This is an optimization exercise on Yosys and OpenROAD, whose aim is small area, not a production implementation.
RTL that was checked went through simulation tests only; none was proved equivalent to the original.
Power and IR drop assume default switching activity.

==> module calc, before the edit <==
module calc(input wire clk,
            input wire btnac,
            input wire btnl,
            input wire btnr,
            input wire btnc,
            input wire btnd,
            input wire [15:0] sw,
            output wire [15:0] led);
    reg [15:0] acc;
    reg        btnc_d;
    reg [4:0]  cnt;
    reg        s7;       
    reg        cf;       
    assign led = acc;
    wire press = btnc & ~btnc_d;
    wire act   = press | (cnt != 5'd0);
    wire [1:0] hL, hC, hR, hYE, hP, hNN;
    wire CE, fill, mul, lsl;
    wire [2:0] op = {btnl, btnr, btnd};
    wire clr_n = ~btnac;
    wire a = acc[15];
    wire l = op[2], r = op[1], d = op[0];
    wire [3:0] k = cnt[4:1];
    wire ph  = cnt[0];
    wire big = |sw[15:5];
    wire kz  = (k == 4'd0);
    wire k1  = (k == 4'd1);
    wire k2  = (k == 4'd2);
    wire sh      = ~l & ~r;
    assign lsl   = sh & d;
    wire addsub  = ~l & r;
    wire sub     = addsub & d;
    assign mul   = l & ~r & ~d;
    wire logic_  = l & (r | d);
    wire nn      = l & (r ^ d);
    wire nor_    = l & ~r & d;
    wire [5:0] lt;
    assign lt[0] = 1'b0;
    genvar j;
    for (j = 0; j < 5; j = j + 1) begin : g_lt
        assign lt[j+1] = (~cnt[j] & sw[j]) | (~cnt[j] & lt[j]) | (sw[j] & lt[j]);
    end
    wire shgo = ~big & lt[5];
    wire clr  = sh & (big | (d & sw[4]));
    wire R    = sh & ~d & shgo;
    wire L    = mul | (lsl & shgo);
    wire YE   = (mul & a & (k[3] | ~ph)) | (addsub & k1) | (logic_ & kz);
    assign CE = (mul & a) | (addsub & k1);
    wire P    = (sub & (kz | k2)) | (nor_ & kz);
    wire NN   = nn & kz;
    assign fill = a & ~cnt[4];
    wire run = act & clr_n;
    wire lo  = run & (sh | ~ph);
    wire hi  = run & (sh | ph);
    wire nc  = clr | L | R;
    assign hL  = {hi & L,  lo & L};
    assign hR  = {hi & R,  lo & R};
    assign hC  = {clr_n & ~(hi & nc), clr_n & ~(lo & nc)};
    assign hYE = {hi & YE, lo & YE};
    assign hP  = {hi & P,  lo & P};
    assign hNN = {hi & NN, lo & NN};
    wire [3:0] t2 = {k[1] & k[0], k[1], k[1] | k[0], 1'b1};
    wire [7:0] t3 = {t2 & {4{k[2]}}, t2 | {4{k[2]}}};
    wire mf = ~mul | (k[3] & ~ph);
    wire [7:0] m = t3 | {8{mf}};
    wire m8 = ~mul | k[3];           
    wire [16:0] cn;      
    wire [15:0] nxt;
    wire c8n;
    assign cn[0] = ~hP[0];
    assign cn[8] = ~((cf & ~btnac) | hP[1]);
    genvar i;
    for (i = 0; i < 16; i = i + 1) begin : g_bit
        localparam integer H = i / 8;
        wire con;
        calc_bit u_bit (.xl((i == 0) ? hR[0] : (i == 8) ? (lsl ? acc[7] : s7) : acc[i-1]), .xc(acc[i]),
                        .xr((i == 15) ? fill : acc[i+1]),
                        .sl(hL[H]), .sc(hC[H]), .sr(hR[H]), .b(sw[i]), .g((i % 8 == 0) ? hYE[H] : m[i % 8]), .ye(hYE[H]),
                        .cin_n(cn[i]), .nn(hNN[H]), .gn((i == 15) ? m[7] : (i == 7) ? m8 : m[(i + 1) % 8]), .ce(CE),
                        .p(hP[H]), .q(nxt[i]), .cout_n(con));
        if (i == 7) begin : g_c7
            assign c8n = ~con;
        end else if (i != 15) begin : g_c
            assign cn[i+1] = con;
        end
    end
    always @(posedge clk) begin
        btnc_d <= btnc;
        s7 <= acc[7];
        cf <= c8n;
        if (btnac) cnt <= 5'd0;
        else if (act) cnt <= cnt + 5'd1;
        acc <= nxt;
    end
endmodule
Settings: LEC_CHECK=0, ABC_AREA=0, ABC_CLOCK_PERIOD_IN_PS=10000, CAP_MARGIN=20, CORE_MARGIN=2, CORE_UTILIZATION=60, CTS_BUF_LIST=sky130_fd_sc_hd__clkbuf_8, GPL_TIMING_DRIVEN=0, SLEW_MARGIN=20, SYNTH_HIERARCHICAL=1, SYNTH_MINIMUM_KEEP_SIZE=0; clock period 10.0 ns.
standard.sh (not shown) runs the stock make flow with config.mk's settings and CLKGATE_MAP_FILE= SYNTH_SCRIPT=/design/flow/synth_recipe.tcl, a recipe that flattens the netlist after the stock synthesis.
==> flow/flow/run.sh <==
#!/bin/bash
# Standard layout, with three changes: the port buffers are the smallest
# buffer cell, after floorplan every combinational cell gets the smallest
# drive strength that keeps timing (flow/downsize.tcl), and clock tree
# synthesis uses clkbuf_8 without a dummy load.
export BUFFER_PORTS_ARGS="-buffer_cell sky130_fd_sc_hd__buf_1"
export POST_FLOORPLAN_TCL="$PWD/flow/downsize.tcl"
export CTS_ARGS="-sink_clustering_enable -repair_clock_nets -dont_use_dummy_load -buf_list sky130_fd_sc_hd__clkbuf_8"
bash standard.sh > standard.log 2>&1
==> flow/flow/downsize.tcl <==
# Run at the end of floorplan: give every combinational cell the smallest
# drive strength of its kind (drive 1) unless that lowers the worst setup
# slack by more than 20 ps.
# Buffers from synthesis go first; the resizer buffers what needs it later.
remove_buffers
set base_ws [sta::worst_slack_cmd max]
set n 0
foreach inst [get_cells *] {
  set ref [get_property $inst ref_name]
  if {![regexp {^(sky130_fd_sc_hd__[a-z0-9]+)_([0-9]+)$} $ref -> base drv]} { continue }
  if {[regexp {df|dl|clk|tap|fill|decap|conb|buf|inv} $base]} { continue }
  if {$drv <= 1} { continue }
  set cand [get_lib_cells -quiet */${base}_1]
  if {[llength $cand] == 0} { continue }
  replace_cell $inst [lindex $cand 0]
  if {[sta::worst_slack_cmd max] < $base_ws - 20e-12} {
    replace_cell $inst [lindex [get_lib_cells */$ref] 0]
  } else {
    incr n
  }
}
puts "downsize: $n cells set to drive 1, worst slack [sta::worst_slack_cmd max] (was $base_ws)"
==> next run, changes <==
--- a/flow/design.v
+++ b/flow/design.v
@@ -39,10 +39,9 @@
     genvar j;
     for (j = 0; j < 5; j = j + 1) begin : g_lt
         assign lt[j+1] = (~cnt[j] & sw[j]) | (~cnt[j] & lt[j]) | (sw[j] & lt[j]);
     end
-    wire shgo = ~big & lt[5];
-    wire clr  = sh & (big | (d & sw[4]));
+    wire shgo = big | lt[5];
     wire R    = sh & ~d & shgo;
     wire L    = mul | (lsl & shgo);
     wire YE   = (mul & a & (k[3] | ~ph)) | (addsub & k1) | (logic_ & kz);
     assign CE = (mul & a) | (addsub & k1);
@@ -51,12 +50,11 @@
     assign fill = a & ~cnt[4];
     wire run = act & clr_n;
     wire lo  = run & (sh | ~ph);
     wire hi  = run & (sh | ph);
-    wire nc  = clr | L | R;
     assign hL  = {hi & L,  lo & L};
-    assign hR  = {hi & R,  lo & R};
-    assign hC  = {clr_n & ~(hi & nc), clr_n & ~(lo & nc)};
+    assign hR  = {run & R, run & R};
+    assign hC  = {clr_n & ~(hi & (L | R)), clr_n & ~(lo & (L | R))};
     assign hYE = {hi & YE, lo & YE};
     assign hP  = {hi & P,  lo & P};
     assign hNN = {hi & NN, lo & NN};
     wire [3:0] t2 = {k[1] & k[0], k[1], k[1] | k[0], 1'b1};
@@ -72,9 +70,9 @@
     genvar i;
     for (i = 0; i < 16; i = i + 1) begin : g_bit
         localparam integer H = i / 8;
         wire con;
-        calc_bit u_bit (.xl((i == 0) ? hR[0] : (i == 8) ? (lsl ? acc[7] : s7) : acc[i-1]), .xc(acc[i]),
+        calc_bit u_bit (.xl((i == 0) ? hR[0] : (i == 8) ? (l ? s7 : acc[7]) : acc[i-1]), .xc(acc[i]),
                         .xr((i == 15) ? fill : acc[i+1]),
                         .sl(hL[H]), .sc(hC[H]), .sr(hR[H]), .b(sw[i]), .g((i % 8 == 0) ? hYE[H] : m[i % 8]), .ye(hYE[H]),
                         .cin_n(cn[i]), .nn(hNN[H]), .gn((i == 15) ? m[7] : (i == 7) ? m8 : m[(i + 1) % 8]), .ce(CE),
                         .p(hP[H]), .q(nxt[i]), .cout_n(con));
Result: Combinational power goes up by 29%; via count rises by 4.9%; worst setup slack got worse by 0.20 ns; area after synthesis climbs by 2.4%; total power rose by 12%; wire length increases by 7.8%; first-iteration DRC count goes up by 15%; design area rises by 5.0%; global-route usage rose by 2.3 points; count of clock-buffer cells in the layout stays the same.
No functional check of the RTL was part of the second run of this note.

---

Setup of job 7888:
The RTL this note starts from:
==> flow/design.v <==
module calc(input wire clk,
            input wire btnac,
            input wire btnl,
            input wire btnr,
            input wire btnc,
            input wire btnd,
            input wire [15:0] sw,
            output wire [15:0] led);
    reg [15:0] acc;
    reg        btnc_d;
    reg [4:0]  cnt;
    reg        s7;       
    reg        cf;       
    assign led = acc;
    wire press = btnc & ~btnc_d;
    wire act   = press | (cnt != 5'd0);
    wire [1:0] hL, hC, hR, hYE, hP, hNN;
    wire CE, fill, mul, lsl;
    wire [2:0] op = {btnl, btnr, btnd};
    wire clr_n = ~btnac;
    wire a = acc[15];
    wire l = op[2], r = op[1], d = op[0];
    wire [3:0] k = cnt[4:1];
    wire ph  = cnt[0];
    wire big = |sw[15:5];
    wire kz  = (k == 4'd0);
    wire k1  = (k == 4'd1);
    wire k2  = (k == 4'd2);
    wire sh      = ~l & ~r;
    assign lsl   = sh & d;
    wire addsub  = ~l & r;
    wire sub     = addsub & d;
    assign mul   = l & ~r & ~d;
    wire logic_  = l & (r | d);
    wire nn      = l & (r ^ d);
    wire nor_    = l & ~r & d;
    wire [5:0] lt;
    assign lt[0] = 1'b0;
    genvar j;
    for (j = 0; j < 5; j = j + 1) begin : g_lt
        assign lt[j+1] = (~cnt[j] & sw[j]) | (~cnt[j] & lt[j]) | (sw[j] & lt[j]);
    end
    wire shgo = big | lt[5];
    wire R    = sh & ~d & shgo;
    wire L    = mul | (lsl & shgo);
    wire YE   = (mul & a & (k[3] | ~ph)) | (addsub & k1) | (logic_ & kz);
    assign CE = (mul & a) | (addsub & k1);
    wire P    = (sub & (kz | k2)) | (nor_ & kz);
    wire NN   = nn & kz;
    assign fill = a & ~cnt[4];
    wire run = act & clr_n;
    wire lo  = run & (sh | ~ph);
    wire hi  = run & (sh | ph);
    assign hL  = {hi & L,  lo & L};
    assign hR  = {run & R, run & R};
    assign hC  = {clr_n & ~(hi & (L | R)), clr_n & ~(lo & (L | R))};
    assign hYE = {hi & YE, lo & YE};
    assign hP  = {hi & P,  lo & P};
    assign hNN = {hi & NN, lo & NN};
    wire [3:0] t2 = {k[1] & k[0], k[1], k[1] | k[0], 1'b1};
    wire [7:0] t3 = {t2 & {4{k[2]}}, t2 | {4{k[2]}}};
    wire mf = ~mul | (k[3] & ~ph);
    wire [7:0] m = t3 | {8{mf}};
    wire m8 = ~mul | k[3];           
    wire [16:0] cn;      
    wire [15:0] nxt;
    wire c8n;
    assign cn[0] = ~hP[0];
    assign cn[8] = ~((cf & ~btnac) | hP[1]);
    genvar i;
    for (i = 0; i < 16; i = i + 1) begin : g_bit
        localparam integer H = i / 8;
        wire con;
        calc_bit u_bit (.xl((i == 0) ? hR[0] : (i == 8) ? (l ? s7 : acc[7]) : acc[i-1]), .xc(acc[i]),
                        .xr((i == 15) ? fill : acc[i+1]),
                        .sl(hL[H]), .sc(hC[H]), .sr(hR[H]), .b(sw[i]), .g((i % 8 == 0) ? hYE[H] : m[i % 8]), .ye(hYE[H]),
                        .cin_n(cn[i]), .nn(hNN[H]), .gn((i == 15) ? m[7] : (i == 7) ? m8 : m[(i + 1) % 8]), .ce(CE),
                        .p(hP[H]), .q(nxt[i]), .cout_n(con));
        if (i == 7) begin : g_c7
            assign c8n = ~con;
        end else if (i != 15) begin : g_c
            assign cn[i+1] = con;
        end
    end
    always @(posedge clk) begin
        btnc_d <= btnc;
        s7 <= acc[7];
        cf <= c8n;
        if (btnac) cnt <= 5'd0;
        else if (act) cnt <= cnt + 5'd1;
        acc <= nxt;
    end
endmodule
module calc_bit(input wire xl, xc, xr, sl, sc, sr, b, g, ye, cin_n, nn, gn, ce, p,
                output wire q, cout_n);
    wire xn = ~((sl & xl) | (sc & xc) | (sr & xr));
    wire yn = ~(b & g & ye);
    wire sn = xn ^ yn ^ cin_n;
    wire con = (xn & yn) | (xn & cin_n) | (yn & cin_n);
    assign q = nn ? con : ~sn;
    assign cout_n = ~((~con & gn & ce) | p);
endmodule
==> flow/config.mk <==
export PLATFORM = sky130hd
export DESIGN_NAME = calc
export DESIGN_NICKNAME = calc
export VERILOG_FILES = /design/flow/design.v
export SDC_FILE = /design/flow/constraint.sdc
export NUM_CORES = 4
export LEC_CHECK = 0
export ABC_AREA = 0
export ABC_CLOCK_PERIOD_IN_PS = 10000
export CAP_MARGIN = 20
export CORE_MARGIN = 2
export CORE_UTILIZATION = 60
export CTS_BUF_LIST = sky130_fd_sc_hd__clkbuf_8
export SLEW_MARGIN = 20
export SYNTH_HIERARCHICAL = 1
export SYNTH_MINIMUM_KEEP_SIZE = 0
==> flow/constraint.sdc <==
create_clock -name core_clock -period 10.0 [get_ports {clk}]
set_input_delay 2.0000 -clock core_clock [delete_from_list [all_inputs] [get_ports {clk}]]
set_output_delay 2.0000 -clock core_clock [all_outputs]
set_load 0.01 [all_outputs]
==> flow/flow/downsize.tcl <==
# Run at the end of floorplan: give every combinational cell the smallest
# drive strength of its kind (drive 1) unless that lowers the worst setup
# slack by more than 20 ps.
set base_ws [sta::worst_slack_cmd max]
set n 0
foreach inst [get_cells *] {
  set ref [get_property $inst ref_name]
  if {![regexp {^(sky130_fd_sc_hd__[a-z0-9]+)_([0-9]+)$} $ref -> base drv]} { continue }
  if {[regexp {df|dl|clk|tap|fill|decap|conb|buf|inv} $base]} { continue }
  if {$drv <= 1} { continue }
  set cand [get_lib_cells -quiet */${base}_1]
  if {[llength $cand] == 0} { continue }
  replace_cell $inst [lindex $cand 0]
  if {[sta::worst_slack_cmd max] < $base_ws - 20e-12} {
    replace_cell $inst [lindex [get_lib_cells */$ref] 0]
  } else {
    incr n
  }
}
puts "downsize: $n cells set to drive 1, worst slack [sta::worst_slack_cmd max] (was $base_ws)"
Scripts as last shown in full above: flow/flow/run.sh
Modified inputs, job 4776 compared to job 7888
diff --git a/flow/design.v b/flow/design.v
--- a/flow/design.v
+++ b/flow/design.v
@@ -37,26 +37,28 @@
     wire [5:0] lt;
     assign lt[0] = 1'b0;
     genvar j;
     for (j = 0; j < 5; j = j + 1) begin : g_lt
         assign lt[j+1] = (~cnt[j] & sw[j]) | (~cnt[j] & lt[j]) | (sw[j] & lt[j]);
     end
-    wire shgo = big | lt[5];
+    wire shgo = ~big & lt[5];
+    wire clr  = sh & (big | (d & sw[4]));
     wire R    = sh & ~d & shgo;
     wire L    = mul | (lsl & shgo);
     wire YE   = (mul & a & (k[3] | ~ph)) | (addsub & k1) | (logic_ & kz);
     assign CE = (mul & a) | (addsub & k1);
     wire P    = (sub & (kz | k2)) | (nor_ & kz);
     wire NN   = nn & kz;
     assign fill = a & ~cnt[4];
     wire run = act & clr_n;
     wire lo  = run & (sh | ~ph);
     wire hi  = run & (sh | ph);
+    wire nc  = clr | L | R;
     assign hL  = {hi & L,  lo & L};
-    assign hR  = {run & R, run & R};
-    assign hC  = {clr_n & ~(hi & (L | R)), clr_n & ~(lo & (L | R))};
+    assign hR  = {hi & R,  lo & R};
+    assign hC  = {clr_n & ~(hi & nc), clr_n & ~(lo & nc)};
     assign hYE = {hi & YE, lo & YE};
     assign hP  = {hi & P,  lo & P};
     assign hNN = {hi & NN, lo & NN};
     wire [3:0] t2 = {k[1] & k[0], k[1], k[1] | k[0], 1'b1};
     wire [7:0] t3 = {t2 & {4{k[2]}}, t2 | {4{k[2]}}};
     wire mf = ~mul | (k[3] & ~ph);
@@ -68,13 +70,13 @@
     assign cn[0] = ~hP[0];
     assign cn[8] = ~((cf & ~btnac) | hP[1]);
     genvar i;
     for (i = 0; i < 16; i = i + 1) begin : g_bit
         localparam integer H = i / 8;
         wire con;
-        calc_bit u_bit (.xl((i == 0) ? hR[0] : (i == 8) ? (l ? s7 : acc[7]) : acc[i-1]), .xc(acc[i]),
+        calc_bit u_bit (.xl((i == 0) ? hR[0] : (i == 8) ? (lsl ? acc[7] : s7) : acc[i-1]), .xc(acc[i]),
                         .xr((i == 15) ? fill : acc[i+1]),
                         .sl(hL[H]), .sc(hC[H]), .sr(hR[H]), .b(sw[i]), .g((i % 8 == 0) ? hYE[H] : m[i % 8]), .ye(hYE[H]),
                         .cin_n(cn[i]), .nn(hNN[H]), .gn((i == 15) ? m[7] : (i == 7) ? m8 : m[(i + 1) % 8]), .ce(CE),
                         .p(hP[H]), .q(nxt[i]), .cout_n(con));
         if (i == 7) begin : g_c7
             assign c8n = ~con;
## What came out
Compared with job 7888, job 4776 shows switching power as a share of total power lower by 1.9 points. Cell area was higher in the run labelled job 7888. Of job 7888 and job 4776, the higher number of vias per cell belongs to job 7888. As of job 4776, multi-input combinational cell area had fallen by a few percent compared to job 7888. Going from job 7888 to job 4776, number of antenna cells inserted closely matched the old numbers; total power after layout -about 10%; die area moved down. Delta (job 4776 minus job 7888): maximum net fanout on the critical path held; post-synth net total fell 1; sequential power went down by about 4%.
Function not checked in job 7888: the RTL went through the layout flow alone.

==> static timing again, ports no longer ideal <==
The results above use ideal ports. As a check the final layouts listed here were re-extracted and re-timed, cells and wires unchanged.
Step 1 (the two cells are an assumption about what drives the block):
set clk [get_ports {clk}]
set_driving_cell -lib_cell sky130_fd_sc_hd__clkbuf_16 $clk
set_driving_cell -lib_cell sky130_fd_sc_hd__buf_2 [delete_from_list [all_inputs] $clk]
Step 2 adds t to the input delays and takes it off the output delays; t is the mean of the earliest and latest rising clock arrival at the registers after step 1. Input paths then give back, and output paths get back, about the clock's delay inside the block.
Slacks: ideal / step 1 / step 2; pairs: ideal / step 1.
| run | shift t [ns] | setup WS [ns] | hold slack, ns | worst setup path at the end |
|---|---|---|---|---|
| the first run of note 1 | 0.292 | 1.404 / 1.411 / 1.119 | 0.403 / 0.403 / 0.403 | input to register |
| the second run of note 1 | 0.295 | 1.205 / 1.210 / 0.915 | 0.401 / 0.401 / 0.401 | input to register |
| job 7888 | 0.289 | 1.913 / 1.916 / 1.626 | 0.449 / 0.449 / 0.449 | input to register |
| job 4776 | 0.289 | 1.481 / 1.487 / 1.198 | 0.400 / 0.400 / 0.400 | input to register |
After both steps every run listed still meets setup and hold. The setup slack of the second run of note 1, which loses most, moves by +0.005 ns with the drivers and by -0.290 ns with both steps.
